What follows belongs to an exercise in optimizing a design on an open flow for small area; a production flow would make more cautious choices. The RTL was checked by simulation tests, not by an equivalence proof against the original design. The flow treats the clock pin as an ideal source, which a real chip does not have. No activity file was given, so power comes from the tool's default toggle rates.

sierra:
Design uart_box, start of the top module:
module uart_box
(
input  wire        CLK,
input  wire        RST,
input  wire        I_STB,
input  wire [7:0]  I_DATA,
output wire        I_ACK,
output wire        O_TxD,
input  wire        I_RxD,
output wire        O_STB,
output wire [7:0]  O_DATA,
input  wire        O_ACK,
input  wire [15:0] CFG_CLK_DIV
);
reg ph;
always @(posedge CLK or posedge RST)
 if (RST)  ph <= 1'b0;
 else      ph <= ~ph;
serial_tx_box tx
(
.CLK        (CLK),
.RST        (RST),
.PH         (ph),
.I_STB      (I_STB),
.I_DATA     (I_DATA),
.I_ACK      (I_ACK),
.O_TxD      (O_TxD),
.CFG_CLK_DIV(CFG_CLK_DIV)
);
serial_rx_box rx
(
.CLK        (CLK),
.RST        (RST),
.PH         (ph),
.I_RxD      (I_RxD),
.O_STB      (O_STB),
.O_DATA     (O_DATA),
.O_ACK      (O_ACK),
.CFG_CLK_DIV(CFG_CLK_DIV)
);
endmodule
clock: 10.0 ns
lec_check: 0
cap_margin: 20
core_margin: 2
core_utilization: 50
cts_buf_list: sky130_fd_sc_hd__clkbuf_4 sky130_fd_sc_hd__clkbuf_8
cts_cluster_size: 30
slew_margin: 20
synth_hierarchical: 1
run.sh (not shown) runs the stock make flow with config.mk's settings and CLKGATE_MAP_FILE= SYNTH_SCRIPT=/design/flow/synth_recipe.tcl, a recipe that flattens the netlist after the stock synthesis.
The flow did not stop early for sierra: all stages ran, and the layout cleared the timing, DRC and antenna checks.
Setup changes, sierra to nickel
# sierra
export LEC_CHECK = 0
export CAP_MARGIN = 20
export CORE_MARGIN = 2
export CORE_UTILIZATION = 50
export CTS_BUF_LIST = sky130_fd_sc_hd__clkbuf_4 sky130_fd_sc_hd__clkbuf_8
export CTS_CLUSTER_SIZE = 30
export SLEW_MARGIN = 20
export SYNTH_HIERARCHICAL = 1
create_clock -name core_clock -period 10.0 [get_ports {CLK}]
# nickel
export LEC_CHECK = 0
export CAP_MARGIN = 20
export CORE_MARGIN = 2
export CORE_UTILIZATION = 70
export CTS_BUF_LIST = sky130_fd_sc_hd__clkbuf_8
export CTS_CLUSTER_DIAMETER = 120
export CTS_CLUSTER_SIZE = 16
export SLEW_MARGIN = 20
export SYNTH_HIERARCHICAL = 1
create_clock -name core_clock -period 10.0 [get_ports {CLK}]
--- outcome ---
nickel finished all stages; the layout is clean.
Against sierra, the final cell area of nickel is lower.
Measured slew at the worst slew-check pin: nickel < sierra
Re total power: nickel is 17% down on sierra.
nickel improves on sierra in global-route wire length before repair.


uart_box, a different RTL version from the one above (not shown whole).
For scale: roughly 1800 cells after synthesis, ~610 flip-flops.
Settings: LEC_CHECK=0, CAP_MARGIN=20, CORE_MARGIN=2, CORE_UTILIZATION=50, CTS_BUF_LIST=sky130_fd_sc_hd__clkbuf_8, CTS_CLUSTER_DIAMETER=120, CTS_CLUSTER_SIZE=16, SLEW_MARGIN=20, SYNTH_HIERARCHICAL=1; clock period 10.0 ns.
standard.sh (not shown) runs the stock make flow with config.mk's settings and CLKGATE_MAP_FILE= SYNTH_SCRIPT=/design/flow/synth_recipe.tcl, a recipe that flattens the netlist after the stock synthesis.
==> flow/flow/run.sh <==
#!/bin/bash
# Layout flow: the standard ORFS flow (standard.sh, unchanged synthesis) with settings changed
# through ORFS's own variables and step hooks:
#  - clock tree: clkbuf_8 buffers, clusters of at most 16 sinks, no dummy loads
#  - port buffers: sky130_fd_sc_hd__buf_1 on every input and output port
#  - after clock tree: power recovery downsizing (flow/recover.tcl)
# Each tool's full output stays in orfs/logs/ (ORFS's per-step logs) and in flow_make.log here.
set -euo pipefail
F="$(pwd)/flow"
export CTS_ARGS="-sink_clustering_enable -repair_clock_nets -dont_use_dummy_load -buf_list sky130_fd_sc_hd__clkbuf_8 -sink_clustering_size 16 -sink_clustering_max_diameter 120"
export BUFFER_PORTS_ARGS="-buffer_cell sky130_fd_sc_hd__buf_1"
export POST_CTS_TCL="$F/recover.tcl"
bash standard.sh > flow_make.log 2>&1
==> flow/flow/recover.tcl <==
# POST_CTS hook: downsize cells on paths with slack to spare, then legalize again.
repair_timing -recover_power 100
detailed_placement
check_placement -verbose
The first run completed with no timing, DRC or antenna violations.
Change:
==> flow/run.sh (new file) <==
#!/bin/bash
# synth_recipe.tcl (not shown) runs the flow's synth.tcl, then flattens the netlist and writes it again
# the make line also repeats each setting of config.mk as NAME=value (left out here)
make -C /OpenROAD-flow-scripts/flow DESIGN_CONFIG=/design/flow/config.mk WORK_HOME=/design/flow/orfs CLKGATE_MAP_FILE= SYNTH_SCRIPT=/design/flow/synth_recipe.tcl finish
removed: flow/flow/run.sh
removed: flow/flow/recover.tcl
removed: flow/standard.sh
What happened: Routed wire length grows by 0.47%; final cell count stays flat; clock-buffer cell count rises by 1; power rises by 0.72%; setup slack loses 0.77 ns.
Change:
==> flow/flow/run.sh (new file) <==
#!/bin/bash
# Layout flow: the standard ORFS flow (standard.sh, unchanged synthesis) with two settings
# changed through ORFS's own variables:
#  - clock tree: clkbuf_8 buffers, clusters of at most 18 sinks, no dummy loads
#  - port buffers: sky130_fd_sc_hd__buf_1 on every input and output port
# Each tool's full output stays in orfs/logs/ (ORFS's per-step logs) and in flow_make.log here.
set -euo pipefail
export CTS_ARGS="-sink_clustering_enable -repair_clock_nets -dont_use_dummy_load -buf_list sky130_fd_sc_hd__clkbuf_8 -sink_clustering_size 18 -sink_clustering_max_diameter 120"
export BUFFER_PORTS_ARGS="-buffer_cell sky130_fd_sc_hd__buf_1"
bash standard.sh > flow_make.log 2>&1
==> flow/standard.sh (new file) <==
#!/bin/bash
# synth_recipe.tcl (not shown) runs the flow's synth.tcl, then flattens the netlist and writes it again
# the make line also repeats each setting of config.mk as NAME=value (left out here)
make -C /OpenROAD-flow-scripts/flow DESIGN_CONFIG=/design/flow/config.mk WORK_HOME=/design/flow/orfs CLKGATE_MAP_FILE= SYNTH_SCRIPT=/design/flow/synth_recipe.tcl "${@:-finish}"
removed: flow/run.sh
The new run went through all stages and came out clean.
Routed wire length decreases by 0.51%.
Sequential power is about the same.
Synthesized cell count stays the same.
Change:
Settings changed: CAP_MARGIN 20 to 0, SLEW_MARGIN 20 to 0.
Effect: Final cell count stays the same. Fmax is unchanged. Synthesized cell count stays the same. Critical path depth stays the same. Final area does not change. Count of clock-buffer cells in the layout stays the same. Flip-flop and latch count is unchanged. Register-to-register slack hardly moves. Via count does not change. Clock power stays flat.

## afterwards: timing with drivers on the ports
No port has a modelled driver above. Below, the same layouts with a new extraction and two added sets of constraints.
Step 1 sets driving cells, clkbuf_16 on the clock port and buf_2 on the other inputs (assumed; they add their load-dependent delay and slew).
Step 2 times the ports against the registers' clock, not the clock port: input delays grow and output delays shrink by t, the midpoint of the rising clock arrivals with the driver on.
Three values: ideal, step 1, step 2; two values: the first two.
run | t, ns | setup WS [ns] | hold WS [ns] | clock arrival spread, ns | worst register clock-pin slew, ns
sierra | 0.712 | 3.609 / 3.586 / 3.586 | 0.347 / 0.347 / 0.347 | 0.022 / 0.021 | 0.07 / 0.07
nickel | 0.643 | 3.258 / 3.233 / 3.233 | 0.358 / 0.358 / 0.358 | 0.034 / 0.034 | 0.11 / 0.11
the first run of note 2 | 0.666 | 4.176 / 4.148 / 4.148 | 0.357 / 0.357 / 0.357 | 0.059 / 0.060 | 0.11 / 0.11
the second run of note 2 | 0.674 | 3.410 / 3.386 / 3.386 | 0.358 / 0.358 / 0.358 | 0.033 / 0.033 | 0.11 / 0.11
the third run of note 2 | 0.664 | 4.695 / 4.665 / 4.568 | 0.360 / 0.360 / 0.360 | 0.039 / 0.040 | 0.12 / 0.12
the fourth run of note 2 | 0.664 | 4.695 / 4.665 / 4.568 | 0.360 / 0.360 / 0.360 | 0.039 / 0.040 | 0.12 / 0.12
After both steps setup and hold are still met in every run listed.
